What follows belongs to an exercise in optimizing a design on an open flow for small area, a short achievable clock period and few clock cycles; a production flow would make more cautious choices.
Only simulation tests tie the RTL to the original design; equivalence was not proved.

## before
## MTX_MUL
module MTX_MUL( MP, ready, m1, m2, load, clk );
	input[7:0] m1, m2;
	input load, clk;
	output[17:0] MP;
	output ready;
	reg [4:0] cnt;
	reg pl, run, rdy;
	wire [4:0] idx = ( load & ~pl ) ? 5'd0 : cnt;
	always @( posedge clk ) begin
		pl  <= load;
		cnt <= idx + 5'd1;
		run <= load | ( run & ( idx != 5'd31 ) );
		rdy <= run & ( idx >= 5'd15 ) & ( idx != 5'd31 );
	end
	reg [7:0] a [0:11];
	integer k;
	always @( posedge clk ) begin
		a[0] <= m1;
		for( k = 1; k < 12; k = k + 1 ) a[k] <= a[k-1];
	end
	reg [7:0] ar0, ar1, ar2, ar3;
	always @( posedge clk ) begin
		if( idx[1:0] == 2'b00 ) begin
			ar0 <= a[11];
			ar1 <= a[10];
		end
		if( idx[1:0] == 2'b01 ) begin
			ar2 <= a[10];
			ar3 <= a[9];
		end
	end
	reg [7:0] b0 [0:3];
	reg [7:0] b1 [0:3];
	reg [7:0] b2 [0:3];
	reg [7:0] b3 [0:3];
	always @( posedge clk ) begin
		b0[0] <= ( load && idx[3:2] == 2'd0 ) ? m2 : b0[3];
		b1[0] <= ( load && idx[3:2] == 2'd1 ) ? m2 : b1[3];
		b2[0] <= ( load && idx[3:2] == 2'd2 ) ? m2 : b2[3];
		b3[0] <= ( load && idx[3:2] == 2'd3 ) ? m2 : b3[3];
		for( k = 1; k < 4; k = k + 1 ) begin
			b0[k] <= b0[k-1];
			b1[k] <= b1[k-1];
			b2[k] <= b2[k-1];
			b3[k] <= b3[k-1];
		end
	end
	wire [7:0] b0t = b0[0];
	wire [7:0] b1t = b1[0];
	wire [7:0] b2t = b2[1];
	wire [7:0] b3t = b3[1];
	reg [16:0] cs1a, cs1b;
	reg [17:0] cs2a, cs2b;
	reg [17:0] mp;
  ...
Size in the first run: roughly 350 flip-flops, ~37 I/O pins, ~0.017 mm² of cells after synthesis.
clock: 9.0 ns
lec_check: 0
cap_margin: 20
core_margin: 2
core_utilization: 40
slew_margin: 20
run.sh (not shown) runs the stock make flow with config.mk's settings and CLKGATE_MAP_FILE= SYNTH_SCRIPT=/design/flow/synth_recipe.tcl, a recipe that flattens the netlist after the stock synthesis.
Testbench counts of before, summed over its fixed seeds: cycles 6,144.
Setup changes, before to after
Settings: an added SETUP_SLACK_MARGIN of 4.9; an added ABC_CLOCK_PERIOD_IN_PS of 4000.
Between after and before, the number of clock buffer instances in the layout figures differ only marginally. Against before, after comes in 0.17 points lower on sequential share of layout area. Setup slack in after is larger than in before. The count of plain and timing-repair buffers in after is 1.4 times that in before. The hold slack on before is in line with that on after. The final reports for after and before show buffers inserted during post-CTS setup optimization higher in the former. Worst-case headroom to the max-slew limit, before and after: larger value in after. Average detailed-routed wire length per instance was lower in the run labelled after.


MTX_MUL, a different RTL version from the one above (not shown whole).
Size: about 350 flip-flops, ~37 I/O pins, ~14000 sq um of cells after synthesis.
export LEC_CHECK = 0
export ABC_CLOCK_PERIOD_IN_PS = 4000
export CAP_MARGIN = 20
export CORE_MARGIN = 2
export CORE_UTILIZATION = 75
export CTS_BUF_LIST = sky130_fd_sc_hd__clkbuf_8
export CTS_CLUSTER_DIAMETER = 50
export CTS_CLUSTER_SIZE = 20
export SETUP_SLACK_MARGIN = 5.0
export SLEW_MARGIN = 20
export SYNTH_HIERARCHICAL = 1
export SYNTH_MINIMUM_KEEP_SIZE = 0
create_clock -name core_clock -period 9.0 [get_ports {clk}]
standard.sh (not shown) runs the stock make flow with config.mk's settings and CLKGATE_MAP_FILE= SYNTH_SCRIPT=/design/flow/synth_recipe.tcl, a recipe that flattens the netlist after the stock synthesis.
==> flow/flow/run.sh <==
#!/bin/bash
# The standard layout (standard.sh), with three changes: ports are buffered with
# buf_1 instead of the default buffer; CTS uses clkbuf_8 sink clusters without
# dummy loads; and timing repair aims at 5.1 ns of setup slack (a 3.9 ns period),
# the clock itself staying at the design's period.
# make's output goes to flow.log here; each ORFS step also keeps its own log
# under orfs/logs/.
set -euo pipefail
bash standard.sh \
  "BUFFER_PORTS_ARGS=-buffer_cell sky130_fd_sc_hd__buf_1" \
  "CTS_ARGS=-sink_clustering_enable -repair_clock_nets -sink_clustering_size 20 -sink_clustering_max_diameter 50 -buf_list sky130_fd_sc_hd__clkbuf_8 -dont_use_dummy_load" \
  SETUP_SLACK_MARGIN=5.05 \
  finish > flow.log 2>&1
Testbench counts at the start, summed over its fixed seeds: cycles 6,144.
Then changed:
--- a/flow/flow/run.sh
+++ b/flow/flow/run.sh
@@ -11,3 +11,3 @@
   "CTS_ARGS=-sink_clustering_enable -repair_clock_nets -sink_clustering_size 20 -sink_clustering_max_diameter 50 -buf_list sky130_fd_sc_hd__clkbuf_8 -dont_use_dummy_load" \
-  SETUP_SLACK_MARGIN=5.05 \
+  SETUP_SLACK_MARGIN=5.1 \
   finish > flow.log 2>&1
The new run passed the timing, design-rule and antenna checks.
Area after synthesis stays the same.
Clock-buffer cell count is lower by 1.
Wire length rises by 1.3%.
Setup slack is better by 0.026 ns.
Via count barely changes.
Critical path depth does not change.
Die area is unchanged.
Cell count barely changes.
Then changed:
--- a/flow/flow/run.sh
+++ b/flow/flow/run.sh
@@ -11,3 +11,3 @@
   "CTS_ARGS=-sink_clustering_enable -repair_clock_nets -sink_clustering_size 20 -sink_clustering_max_diameter 50 -buf_list sky130_fd_sc_hd__clkbuf_8 -dont_use_dummy_load" \
-  SETUP_SLACK_MARGIN=5.1 \
+  SETUP_SLACK_MARGIN=5.15 \
   finish > flow.log 2>&1
Effect:
- clock skew is higher by 0.0094 ns
- global-route usage went down by 0.15 points
- cell area stays flat
- area after synthesis does not change
- die area is unchanged
- via count is higher by 0.52%


Setup of v23:
Another version of the RTL of MTX_MUL (not shown whole).
Size: roughly 350 flip-flops, ~15,000 um^2 of cells after synthesis.
export LEC_CHECK = 0
export ABC_CLOCK_PERIOD_IN_PS = 4000
export CAP_MARGIN = 20
export CORE_MARGIN = 2
export CORE_UTILIZATION = 75
export CTS_BUF_LIST = sky130_fd_sc_hd__clkbuf_8
export CTS_CLUSTER_DIAMETER = 50
export CTS_CLUSTER_SIZE = 20
export SETUP_SLACK_MARGIN = 5.0
export SLEW_MARGIN = 20
export SYNTH_HIERARCHICAL = 1
export SYNTH_MINIMUM_KEEP_SIZE = 0
create_clock -name core_clock -period 9.0 [get_ports {clk}]
==> flow/flow/run.sh <==
#!/bin/bash
# The standard layout (standard.sh), with two changes: ports are buffered with
# buf_1 instead of the default buffer, and CTS uses clkbuf_8 sink clusters
# without dummy loads. Each tool's output goes to flow.log here.
set -euo pipefail
bash standard.sh \
  "BUFFER_PORTS_ARGS=-buffer_cell sky130_fd_sc_hd__buf_1" \
  "CTS_ARGS=-sink_clustering_enable -repair_clock_nets -sink_clustering_size 20 -sink_clustering_max_diameter 50 -buf_list sky130_fd_sc_hd__clkbuf_8 -dont_use_dummy_load" \
  finish > flow.log 2>&1
Testbench counts of v23, summed over its fixed seeds: cycles 6,144.
Input changes introduced in v2 (baseline for comparison: v23):
- CORE_UTILIZATION: 75 -> 80
--- a/flow/flow/run.sh
+++ b/flow/flow/run.sh
@@ -6,4 +6,4 @@
 bash standard.sh \
   "BUFFER_PORTS_ARGS=-buffer_cell sky130_fd_sc_hd__buf_1" \
-  "CTS_ARGS=-sink_clustering_enable -repair_clock_nets -sink_clustering_size 20 -sink_clustering_max_diameter 50 -buf_list sky130_fd_sc_hd__clkbuf_8 -dont_use_dummy_load" \
+  "CTS_ARGS=-sink_clustering_enable -repair_clock_nets -sink_clustering_size 10 -sink_clustering_max_diameter 35 -buf_list sky130_fd_sc_hd__clkbuf_4 -dont_use_dummy_load" \
   finish > flow.log 2>&1
Findings:
- Diff v23 -> v2: final standard cell count with taps included and fillers excluded has decreased; total number of placement rows decreased about 2%.
- v23 → v2: clock latency reported for the late side of the worst-skew pair now sits higher, post-route minimum period shrank by 0.0049 ns.
- Sequential share of layout area came out higher on v2 than on v23.
- Cmp v2 and v23 / met2 demand-to-capacity share in global routing / higher: v2
- Compared with v23, v2 shows a lower area of all placed cells without fillers.

static timing again, ports no longer ideal:
The results above use ideal ports. As a check the final layouts listed here were re-extracted and re-timed, cells and wires unchanged.
Step 1: set_driving_cell puts a clkbuf_16 on clk and a buf_2 on each other input, an assumption about the parent block.
Step 2 times the ports against the registers' clock, not the clock port: input delays grow and output delays shrink by t, the midpoint of the rising clock arrivals with the driver on.
a / b / c = no drivers / after step 1 / after step 2; a / b = the first two.
run	t, ns	setup WS [ns]	worst hold slack (ns)	clock arrival spread, ns
before	0.570	4.141 / 4.115 / 4.115	0.315 / 0.315 / 0.315	0.017 / 0.018
after	0.570	5.000 / 4.977 / 4.977	0.315 / 0.315 / 0.315	0.018 / 0.018
the first run of note 2	0.586	5.084 / 5.053 / 5.053	0.291 / 0.291 / 0.291	0.073 / 0.073
the second run of note 2	0.598	5.109 / 5.068 / 5.068	0.275 / 0.275 / 0.275	0.080 / 0.080
the third run of note 2	0.590	5.131 / 5.085 / 5.085	0.268 / 0.268 / 0.268	0.089 / 0.089
v23	0.590	5.023 / 5.004 / 5.004	0.305 / 0.305 / 0.305	0.067 / 0.066
v2	0.693	5.028 / 5.002 / 5.002	0.286 / 0.286 / 0.286	0.094 / 0.094
After both steps setup and hold are still met in every run listed. The setup slack of the third run of note 2, which loses most, moves by -0.046 ns with the drivers and by -0.046 ns with both steps.
